Source: an optimization exercise on an open RTL-to-GDS flow (aim: small area, a short achievable clock period and few clock cycles). Production flows keep margins and buffers that such runs may drop. Only simulation tests tie the RTL to the original design; equivalence was not proved. Power is estimated from default activity; no workload was simulated.

### design/flow/design.v
module ALU(
	input [31:0] dataa,
	input [31:0] datab,
	input [3:0]  ALUctr,
	output reg less,
	output reg zero,
	output reg [31:0] aluresult
);
    reg [31:0] reverse;
    reg [31:0] temp;
    reg carry;
    reg of;
    wire [4:0] offset;
    assign offset = datab[4:0];
    always @(*)
    begin
        less = 1'b0;
        zero = 1'b0;
        aluresult = 32'b0;
        reverse = 32'b0;
        temp = 32'b0;
        carry = 1'b0;
        of = 1'b0;
        case(ALUctr[2:0])
        3'b000:
            begin
                if(ALUctr[3] == 1'b0)
                begin
                    {carry, aluresult} = dataa + datab;
                    zero = (!aluresult);
                end
                else 
                begin
                    {carry, aluresult} = dataa + ~datab + 1;
                    zero = (!aluresult);
                end
            end
        3'b001:
            begin
                aluresult = dataa << datab[4:0];
                zero = (!aluresult);
            end
        3'b010:
            begin
                if(ALUctr[3] == 1'b0)
                begin
                    reverse = ~datab;
                    {carry, aluresult} = dataa + reverse + 1;
                    of = (dataa[31] == reverse[31]) && (aluresult [31] != dataa[31]);
                    less = (aluresult[31] ^ of) ? 1'b1 : 1'b0;
                    aluresult = less;
                end
                else
                begin
                    reverse = ~datab;
                    {carry, aluresult} = dataa + reverse + 1;
                    less = (carry ^ 1) ? 1'b1 : 1'b0;
                    aluresult = less;
                end
                zero = (dataa == datab);
            end
        3'b011:
            begin 
                aluresult = datab;
                zero = (!aluresult);
            end
        3'b100:
            begin 
                aluresult = dataa ^ datab;
                zero = (!aluresult);
            end
        3'b101:
            begin 
                if(ALUctr[3] == 1'b0)
                begin
                    temp = offset[0] ? {32'b0, dataa[31:1]} : dataa;
                    temp = offset[1] ? {32'b0, temp[31:2]} : temp;
                    temp = offset[2] ? {32'b0, temp[31:4]} : temp;
                    temp = offset[3] ? {32'b0, temp[31:8]} : temp;
                    temp = offset[4] ? {32'b0, temp[31:16]} : temp;
                end
                else
                begin
                    temp = offset[0] ? {dataa[31], dataa[31:1]} : dataa;
                    temp = offset[1] ? {{2{temp[31]}}, temp[31:2]} : temp;
                    temp = offset[2] ? {{4{temp[31]}}, temp[31:4]} : temp;
                    temp = offset[3] ? {{8{temp[31]}}, temp[31:8]} : temp;
                    temp = offset[4] ? {{16{temp[31]}}, temp[31:16]} : temp;
                end
                aluresult = temp;
                zero = (!aluresult);
            end
        3'b110:
            begin 
                aluresult = dataa | datab;
                zero = (!aluresult);
            end
        3'b111:
            begin 
                aluresult = dataa & datab;
                zero = (!aluresult);
            end
        endcase 
    end
endmodule
module control_signal_generator (
    input  wire [31:0] instr,
    output wire [2:0]  ExtOp,
    output wire        RegWr,
    output wire        ALUAsrc,
    output wire [1:0]  ALUBsrc,
    output wire [3:0]  ALUctr,
    output wire [2:0]  Branch,
    output wire        MemtoReg,
    output wire        MemWr,
    output wire [2:0]  MemOp,
    output wire [(5)-1:0] rd,
    output wire [(5)-1:0] rs1,
    output wire [(5)-1:0] rs2
);
    wire [6:0] op    = instr[6:0];
    assign  rs1   = instr[19:15];
    assign  rs2   = instr[24:20];
    assign  rd    = instr[11:7];
    wire [2:0] func3 = instr[14:12];
    wire [6:0] func7 = instr[31:25];
    reg [18:0] control_signal;
    assign {ExtOp, RegWr, Branch, MemtoReg, MemWr, MemOp, ALUAsrc, ALUBsrc, ALUctr} = control_signal;
    always @(*) begin
        casex ({op[6:2], func3, func7[5]})
            9'b01101xxxx: control_signal = 19'b001_1_000_0_0_000_0_01_0011;
            9'b00101xxxx: control_signal = 19'b001_1_000_0_0_000_1_01_0000;
            9'b00100000x: control_signal = 19'b000_1_000_0_0_000_0_01_0000;
            9'b00100010x: control_signal = 19'b000_1_000_0_0_000_0_01_0010;
            9'b00100011x: control_signal = 19'b000_1_000_0_0_000_0_01_1010;
            9'b00100100x: control_signal = 19'b000_1_000_0_0_000_0_01_0100;
            9'b00100110x: control_signal = 19'b000_1_000_0_0_000_0_01_0110;
            9'b00100111x: control_signal = 19'b000_1_000_0_0_000_0_01_0111;
            9'b001000010: control_signal = 19'b000_1_000_0_0_000_0_01_0001;
            9'b001001010: control_signal = 19'b000_1_000_0_0_000_0_01_0101;
            9'b001001011: control_signal = 19'b000_1_000_0_0_000_0_01_1101;
            9'b011000000: control_signal = 19'b000_1_000_0_0_000_0_00_0000;
            9'b011000001: control_signal = 19'b000_1_000_0_0_000_0_00_1000;
            9'b011000010: control_signal = 19'b000_1_000_0_0_000_0_00_0001;
            9'b011000100: control_signal = 19'b000_1_000_0_0_000_0_00_0010;
            9'b011000110: control_signal = 19'b000_1_000_0_0_000_0_00_1010;
            9'b011001000: control_signal = 19'b000_1_000_0_0_000_0_00_0100;
            9'b011001010: control_signal = 19'b000_1_000_0_0_000_0_00_0101;
            9'b011001011: control_signal = 19'b000_1_000_0_0_000_0_00_1101;
            9'b011001100: control_signal = 19'b000_1_000_0_0_000_0_00_0110;
            9'b011001110: control_signal = 19'b000_1_000_0_0_000_0_00_0111;
            9'b11011xxxx: control_signal = 19'b100_1_001_0_0_000_1_10_0000;
            9'b11001000x: control_signal = 19'b000_1_010_0_0_000_1_10_0000;
            9'b11000000x: control_signal = 19'b011_0_100_0_0_000_0_00_0010;
            9'b11000001x: control_signal = 19'b011_0_101_0_0_000_0_00_0010;
            9'b11000100x: control_signal = 19'b011_0_110_0_0_000_0_00_0010;
            9'b11000101x: control_signal = 19'b011_0_111_0_0_000_0_00_0010;
            9'b11000110x: control_signal = 19'b011_0_110_0_0_000_0_00_1010;
            9'b11000111x: control_signal = 19'b011_0_111_0_0_000_0_00_1010;
            9'b00000000x: control_signal = 19'b000_1_000_1_0_000_0_01_0000;
            9'b00000001x: control_signal = 19'b000_1_000_1_0_001_0_01_0000;
            9'b00000010x: control_signal = 19'b000_1_000_1_0_010_0_01_0000;
            9'b00000100x: control_signal = 19'b000_1_000_1_0_100_0_01_0000;
            9'b00000101x: control_signal = 19'b000_1_000_1_0_101_0_01_0000;
            9'b01000000x: control_signal = 19'b010_0_000_0_1_000_0_01_0000;
            9'b01000001x: control_signal = 19'b010_0_000_0_1_001_0_01_0000;
            9'b01000010x: control_signal = 19'b010_0_000_0_1_010_0_01_0000;
            default: begin control_signal = 19'b010_0_000_0_1_010_0_01_0000; end
        endcase 
    end
endmodule
module imm_generator (
    input  wire [31:0] instr,
    input  wire [2:0]  ExtOp,
    output reg  [31:0] imm
);
    always @(*) 
    case (ExtOp)
        3'b000: imm = {{20{instr[31]}}, instr[31:20]};  
        3'b001: imm = {instr[31:12], 12'b0};  
        3'b010: imm = {{20{instr[31]}}, instr[31:25], instr[11:7]};  
        3'b011: imm = {{20{instr[31]}}, instr[7], instr[30:25], instr[11:8], 1'b0};  
        3'b100: imm = {{12{instr[31]}}, instr[19:12], instr[20], instr[30:21], 1'b0};  
        default: imm = 32'b0;
    endcase    
endmodule
module jump_control(
    input   wire    [2:0]   branch,
    input   wire            zero,
    input   wire            less, 
    output  wire            pc_source_sel,
    output  wire            pc_offset_sel
);
    reg [1:0] pc_sel;
    assign {pc_source_sel, pc_offset_sel} = pc_sel;
    always @(*)
        casex ({branch, zero, less})
            5'b000xx: pc_sel = 2'b00;
            5'b001xx: pc_sel = 2'b01;
            5'b010xx: pc_sel = 2'b11;
            5'b1000x: pc_sel = 2'b00;
            5'b1001x: pc_sel = 2'b01;
            5'b1010x: pc_sel = 2'b01;
            5'b1011x: pc_sel = 2'b00;
            5'b110x0: pc_sel = 2'b00;
            5'b110x1: pc_sel = 2'b01;
            5'b111x0: pc_sel = 2'b01;
            5'b111x1: pc_sel = 2'b00;
            default: pc_sel = 2'b00;
        endcase
endmodule
module pc_generator(
    input   wire    [(32)-1:0]    pc,              
    input   wire                    pc_source_sel,   
    input   wire                    pc_offset_sel,
    input   wire    [(32)-1:0]    jalr_reg,
    input   wire    [(32)-1:0]    offset,
    output  wire    [(32)-1:0]    next_pc
);
    wire [(32)-1:0] pc_source = pc_source_sel ? jalr_reg : pc;
    wire [(32)-1:0] pc_offset = pc_offset_sel ? offset : 4;
    assign next_pc = pc_source + pc_offset;
endmodule
module regheap (
    input  wire WrClk,
    input  wire [4:0] Ra,
    input  wire [4:0] Rb,
    input  wire [4:0] Rw,
    input  wire        RegWr,
    input  wire [31:0] busW,
    output wire [31:0] busA,
    output wire [31:0] busB
);
    integer i;
    reg [31:0] regs [31:0];
    assign busA = (Ra == 5'd0) ? 32'b0 : regs[Ra];
    assign busB = (Rb == 5'd0) ? 32'b0 : regs[Rb];
    always @(posedge WrClk) 
    begin
        if(RegWr && Rw)
            regs[Rw] <= busW;
    end
endmodule
module rv32is(
    input 	clock,
	input 	reset,
	output [31:0] imemaddr,
	input  [31:0] imemdataout,
	output [31:0] dmemaddr,
	input  [31:0] dmemdataout,
	output [31:0] dmemdatain,
	output [2:0] dmemop,
	output	dmemwe
);
    wire clk = clock;
    wire rst = reset;
    wire [31:0] inst_read_data = imemdataout, data_read_data = dmemdataout;
    wire [31:0] inst_read_addr, data_write_addr, data_write_data;
    reg [31:0] pc;
    wire data_write_en;
    wire [2:0] data_mode;
    wire [(32)-1:0] wire_next_pc, jalr_reg, offset;
    wire pc_offset_sel, pc_source_sel;
    wire [(32)-1:0] inst = inst_read_data;
    wire RegWr, ALUAsrc, MemtoReg, MemWr;
    wire [2:0] Branch, MemOp, ExtOp;
    wire [1:0] ALUBsrc;
    wire [3:0] ALUctr;
    wire [(5)-1:0] Ranum, Rbnum, Rwnum;
    wire [(32)-1:0] Ra, Rb;
    wire [(32)-1:0] imm;
    wire [(32)-1:0] next_pc;
    pc_generator PG (
        .next_pc(wire_next_pc),
        .pc_offset_sel(pc_offset_sel),
        .pc_source_sel(pc_source_sel),
        .pc(pc),
        .jalr_reg(Ra),
        .offset(imm)
    );
    assign next_pc = rst ? 0 : wire_next_pc; 
    always @(posedge clk, posedge rst)
        if (rst) pc <= 0;
        else pc <= next_pc;
    assign inst_read_addr = next_pc;
    control_signal_generator CSG(
        .instr(inst),
        .ALUAsrc(ALUAsrc),
        .ALUBsrc(ALUBsrc),
        .ALUctr(ALUctr),
        .Branch(Branch),
        .MemtoReg(MemtoReg),
        .MemWr(MemWr),
        .MemOp(MemOp),
        .ExtOp(ExtOp),
        .RegWr(RegWr),
        .rs1(Ranum),
        .rs2(Rbnum),
        .rd(Rwnum)
    );
    imm_generator IG(
        .instr(inst),
        .ExtOp(ExtOp),
        .imm(imm)
    );
    wire [(32)-1:0] aluresult;
    wire [(32)-1:0] dataa = ALUAsrc ? pc : Ra;
    reg [(32)-1:0] datab;
    regheap myregfile(
        .WrClk(clk),
        .RegWr(RegWr),
        .Ra(Ranum),
        .Rb(Rbnum),
        .Rw(Rwnum),
        .busW(MemtoReg ? data_read_data : aluresult),
        .busA(Ra),
        .busB(Rb)
    );
    always @(*)
        case (ALUBsrc)
            2'b01: datab = imm;
            2'b10: datab = 4;
            2'b00: datab = Rb;
            default: datab = 32'b0;
        endcase
    wire less, zero;
    ALU alu(
        .dataa(dataa),
        .datab(datab),
        .ALUctr(ALUctr),
        .less(less),
        .zero(zero),
        .aluresult(aluresult)
    );
    jump_control JC(
        .branch(Branch),
        .less(less),
        .zero(zero),
        .pc_offset_sel(pc_offset_sel),
        .pc_source_sel(pc_source_sel)
    );
    assign data_write_en = MemWr;
    assign data_mode = MemOp;
    assign data_write_addr = aluresult;
    assign data_write_data = Rb;
    assign dmemwe = data_write_en;
    assign dmemop = data_mode;
    assign imemaddr = inst_read_addr;
    assign dmemaddr = aluresult;
    assign dmemdatain = data_write_data;
endmodule
### design/flow/run.sh
#!/bin/bash
# synth_recipe.tcl (not shown) runs the flow's synth.tcl, then flattens the netlist and writes it again
# the make line also repeats each setting of config.mk as NAME=value (left out here)
make -C /OpenROAD-flow-scripts/flow DESIGN_CONFIG=/design/flow/config.mk WORK_HOME=/design/flow/orfs CLKGATE_MAP_FILE= SYNTH_SCRIPT=/design/flow/synth_recipe.tcl finish
### design/flow/constraint.sdc
create_clock -name core_clock -period 22.0 [get_ports {clock}]
set_input_delay 4.4000 -clock core_clock [delete_from_list [all_inputs] [get_ports {clock}]]
set_output_delay 4.4000 -clock core_clock [all_outputs]
set_load 0.01 [all_outputs]
### design/flow/config.mk
export PLATFORM = sky130hd
export DESIGN_NAME = rv32is
export DESIGN_NICKNAME = rv32is
export VERILOG_FILES = /design/flow/design.v
export SDC_FILE = /design/flow/constraint.sdc
export NUM_CORES = 4
export LEC_CHECK = 0
export CAP_MARGIN = 20
export CORE_MARGIN = 2
export CORE_UTILIZATION = 40
export SLEW_MARGIN = 20
==> summary.txt <==
==> path summary, 6_finish.rpt <==
check	from	end	slack, ps	depth (start not counted)
worst min register to register	pc[1]	pc[1]	960	5
worst max-delay path	imemdataout[4]	imemaddr[30]	360	47
worst max register to register	myregfile.regs[13][2]	pc[30]	10300	42
max in group asynchronous	reset	pc[16]	17320	3
worst min-delay path	pc[1]	pc[1]	960	5
min in group asynchronous	reset	pc[3]	4270	3
==> cell usage in the layout (no fill, tap or decap), types with 35 or more instances in the layout <==
cell type / netlist / routed
mux4_2: 498 / 498
xnor2_1: 35 / 35
nor2_1: 273 / 247
clkdlybuf4s50_1: 0 / 153
mux2_2: 117 / 117
clkbuf_16: 0 / 109
nand3_1: 38 / 38
inv_1: 109 / 107
nor3_1: 111 / 108
nand2_1: 175 / 175
o22ai_1: 62 / 62
a31oi_1: 49 / 47
edfxtp_1: 1024 / 1024
ha_1: 131 / 131
o221ai_1: 54 / 53
nor4_1: 91 / 83
a211oi_1: 50 / 50
mux2i_1: 211 / 211
a221oi_1: 49 / 49
a22o_1: 45 / 45
buf_4: 20 / 191
o21ai_0: 140 / 138
a21oi_1: 232 / 230
==> cell type report <==
cell class	instances	share of cell area, %
Antenna cell	10	0.0359
Clock buffer	127	4.01
Clock inverter	71	1.15
Inverter	112	0.607
Multi-Input combinational cell	2861	40.5
Sequential cell	1056	45.3
Tap cell	2030	3.65
Timing Repair Buffer	365	4.77
==> metal layers <==
layer	wire, µm	share of wire, %	track usage [%]
met4	13800	5.5	14.6
met5	88	0.035	0
met3	30700	12	8.70
met2	112000	45	47.6
met1	93500	37	41.4
==> logic make-up after synthesis <==
| group | count (synthesis) | synth area share, % |
|---|---|---|
| other cells | 1 | 0.00611 |
| xor+xnor | 54 | 0.771 |
| fa+ha+maj | 134 | 2.77 |
| flops | 1056 | 51.4 |
| simple gates | 850 | 6.74 |
| buf+inv | 463 | 3.48 |
| mux | 828 | 23.9 |
| compound gates | 963 | 10.9 |
==> flip-flops by register name, summed over array words and instances, names as in the netlist <==
register        flops
myregfile.regs   1024
pc                 32
==> critical path: cells and delay by family <==
| kind | cells | cell delay [ps] |
|---|---|---|
| compound gates | 25 | 6460 |
| xor+xnor | 2 | 280 |
| fa+ha+maj | 4 | 1260 |
| buf+inv | 6 | 1950 |
| simple gates | 10 | 2830 |
==> stage by stage <==
step           cells  utilization [%]
6_report        6632             45.8
5_1_grt         6624             45.8
4_1_cts         6622             45.8
3_5_place_dp    6424             43.4
3_3_place_gp    6424             43.4
2_1_floorplan   4380                -
==> where the power goes <==
group	internal (mW)	leakage (nW)	switching (mW)	total (mW)
registers	2.50	9.70	0.0131	2.51
clock network	1.07	1.74	0.805	1.88
logic	0.484	11.9	1.10	1.58
==> results.yml <==
setup_path:
  path_max_fanout: 16
  critPathMaxStageDelay_ps: 840
  path_common_cell: "o21ai_0"
  crit_path_start_kind: "input port"
  critPathArrivalTime_ps: 17240
  end_kind: "output port"
  critPathRequiredTime_ps: 17600
  worstSetupPathType: "in -> out"
  critPathSlowestCell: "clkdlybuf4s50_1"
synth:
  synthCells: 4349
  seq_area_frac_synth_pct: 51.4
  synth_warnings: 6
  async_reset_ff_share_pct: 3.03
  synthesis.area_mm2: 0.0614
  synth.avg_cell_area_um2: 14.1
  ys_ff_latch: 1056
  synth_cell_types: 102
  synth_edf_count: 1024
  yosysTopAreaCellShare_pct: 50.1
  synthFlopType: "edfxtp_1"
  yosys-top-cells-count: "edfxtp_1, mux4_2, nor2_1"
  synthTopCellsByArea: "edfxtp_1, mux4_2, mux2i_1"
  synth_top_cell_by_area: "edfxtp_1"
  yosysMostFrequentCell: "edfxtp_1"
place:
  io_buffers: 163
  dp_hpwl_um: 166000
  place_ws_ps: 589
  gp_congestion: 1.13
  place_area_mm2: 0.0660
clock_network:
  post_cts_resized: 0
  cts_tree: "done"
  clk_pin_slew_worst_paths_ps: 70
  post_cts_buffers: 0
  clk_path_buf_depth: 3
  cts_hold_buf: 0
  cts_buffers: 108
  cts_max_level: 3
  clkLatencyLatePin_ps: 760
  cts.sinks: 1056
  clockRootBuffer: "clkbuf_16"
final_layout:
  syn2layout_area_growth_pct: 13.5
  drive_gt1_share_pct: 24.2
  regArea_mm2: 0.0316
  n_fill_cell: 13400
  nets: 4704
  final_area_mm2: 0.0696
  multi_input_area_mm2: 0.0282
timing:
  whs_ps: 958
  finalMaxSlewViolations: 0
  min_period_ps: 21640
  tns_ps: 0
  tightest_slew_ps: 1330
  finalCritPeriodShare_pct: 98.4
  slew_headroom_pct: 11.0
  rsz0062_at_grt: "false"
  hold_violations: 0
  fin_skew_ps: 51.3
  max_freq_mhz: 46.2
  setup_violations: 0
  setup_slack_ps: 361
global_route:
  grt_max_degree: 87
  antenna_found_initial: 25
  grt_pass1_wl_um: 344000
  grt_pass1_vias: 43600
  overflow: 0
  grt_usage_pct: 31.2
drt:
  drc_errors: 0
  ant_nets: 0
  viasPerCell: 6.89
  drt-total-wl_um: 250000
  dr.pass1.iters: 6
  avgRoutedWirePerCell_um: 37.7
  vias: 45700
  drt-initial-drc-count: 6933
flow_run:
  drv_cap: 0
floorplan:
  die_h_um: 396
  die_w_um: 396
  die_area_mm2: 0.157
  start_util_pct: 40.4
  core_area_mm2: 0.152
  rows: 143
  io_pins: 166
power:
  peakVddDrop_v: 0.0000682
  finalPower_mw: 5.98
  leakage_nw: 23.3
  power_density_mw_per_mm2: 85.8
hold_path:
  hp-class: "reg -> reg"
run_status:
  status: "no timing/DRC/antenna violations"
Testbench counts, summed over its fixed seeds: cycles 158,921.

port drivers added, routing unchanged:
In the flow no input, the clock included, has a driving cell. The finished layout below was timed again as built, in two steps.
Step 1 assumes that a clkbuf_16 drives the clock port and a buf_2 every other input.
Step 2 times the ports against the registers' clock, not the clock port: input delays grow and output delays shrink by t, the midpoint of the rising clock arrivals with the driver on.
a / b / c = ideal / step 1 / step 2; a / b = the first two.
t, ns: 0.821
setup slack, ns: 0.361 / 0.252 / 0.252
hold slack, ns: 0.958 / 0.958 / 0.958
worst setup path at the end: input to output
pins driven straight from the clock port: 1
After both steps setup and hold are still met in this run. For this run, drivers alone change the setup slack by -0.109 ns; drivers and shift together by -0.109 ns.
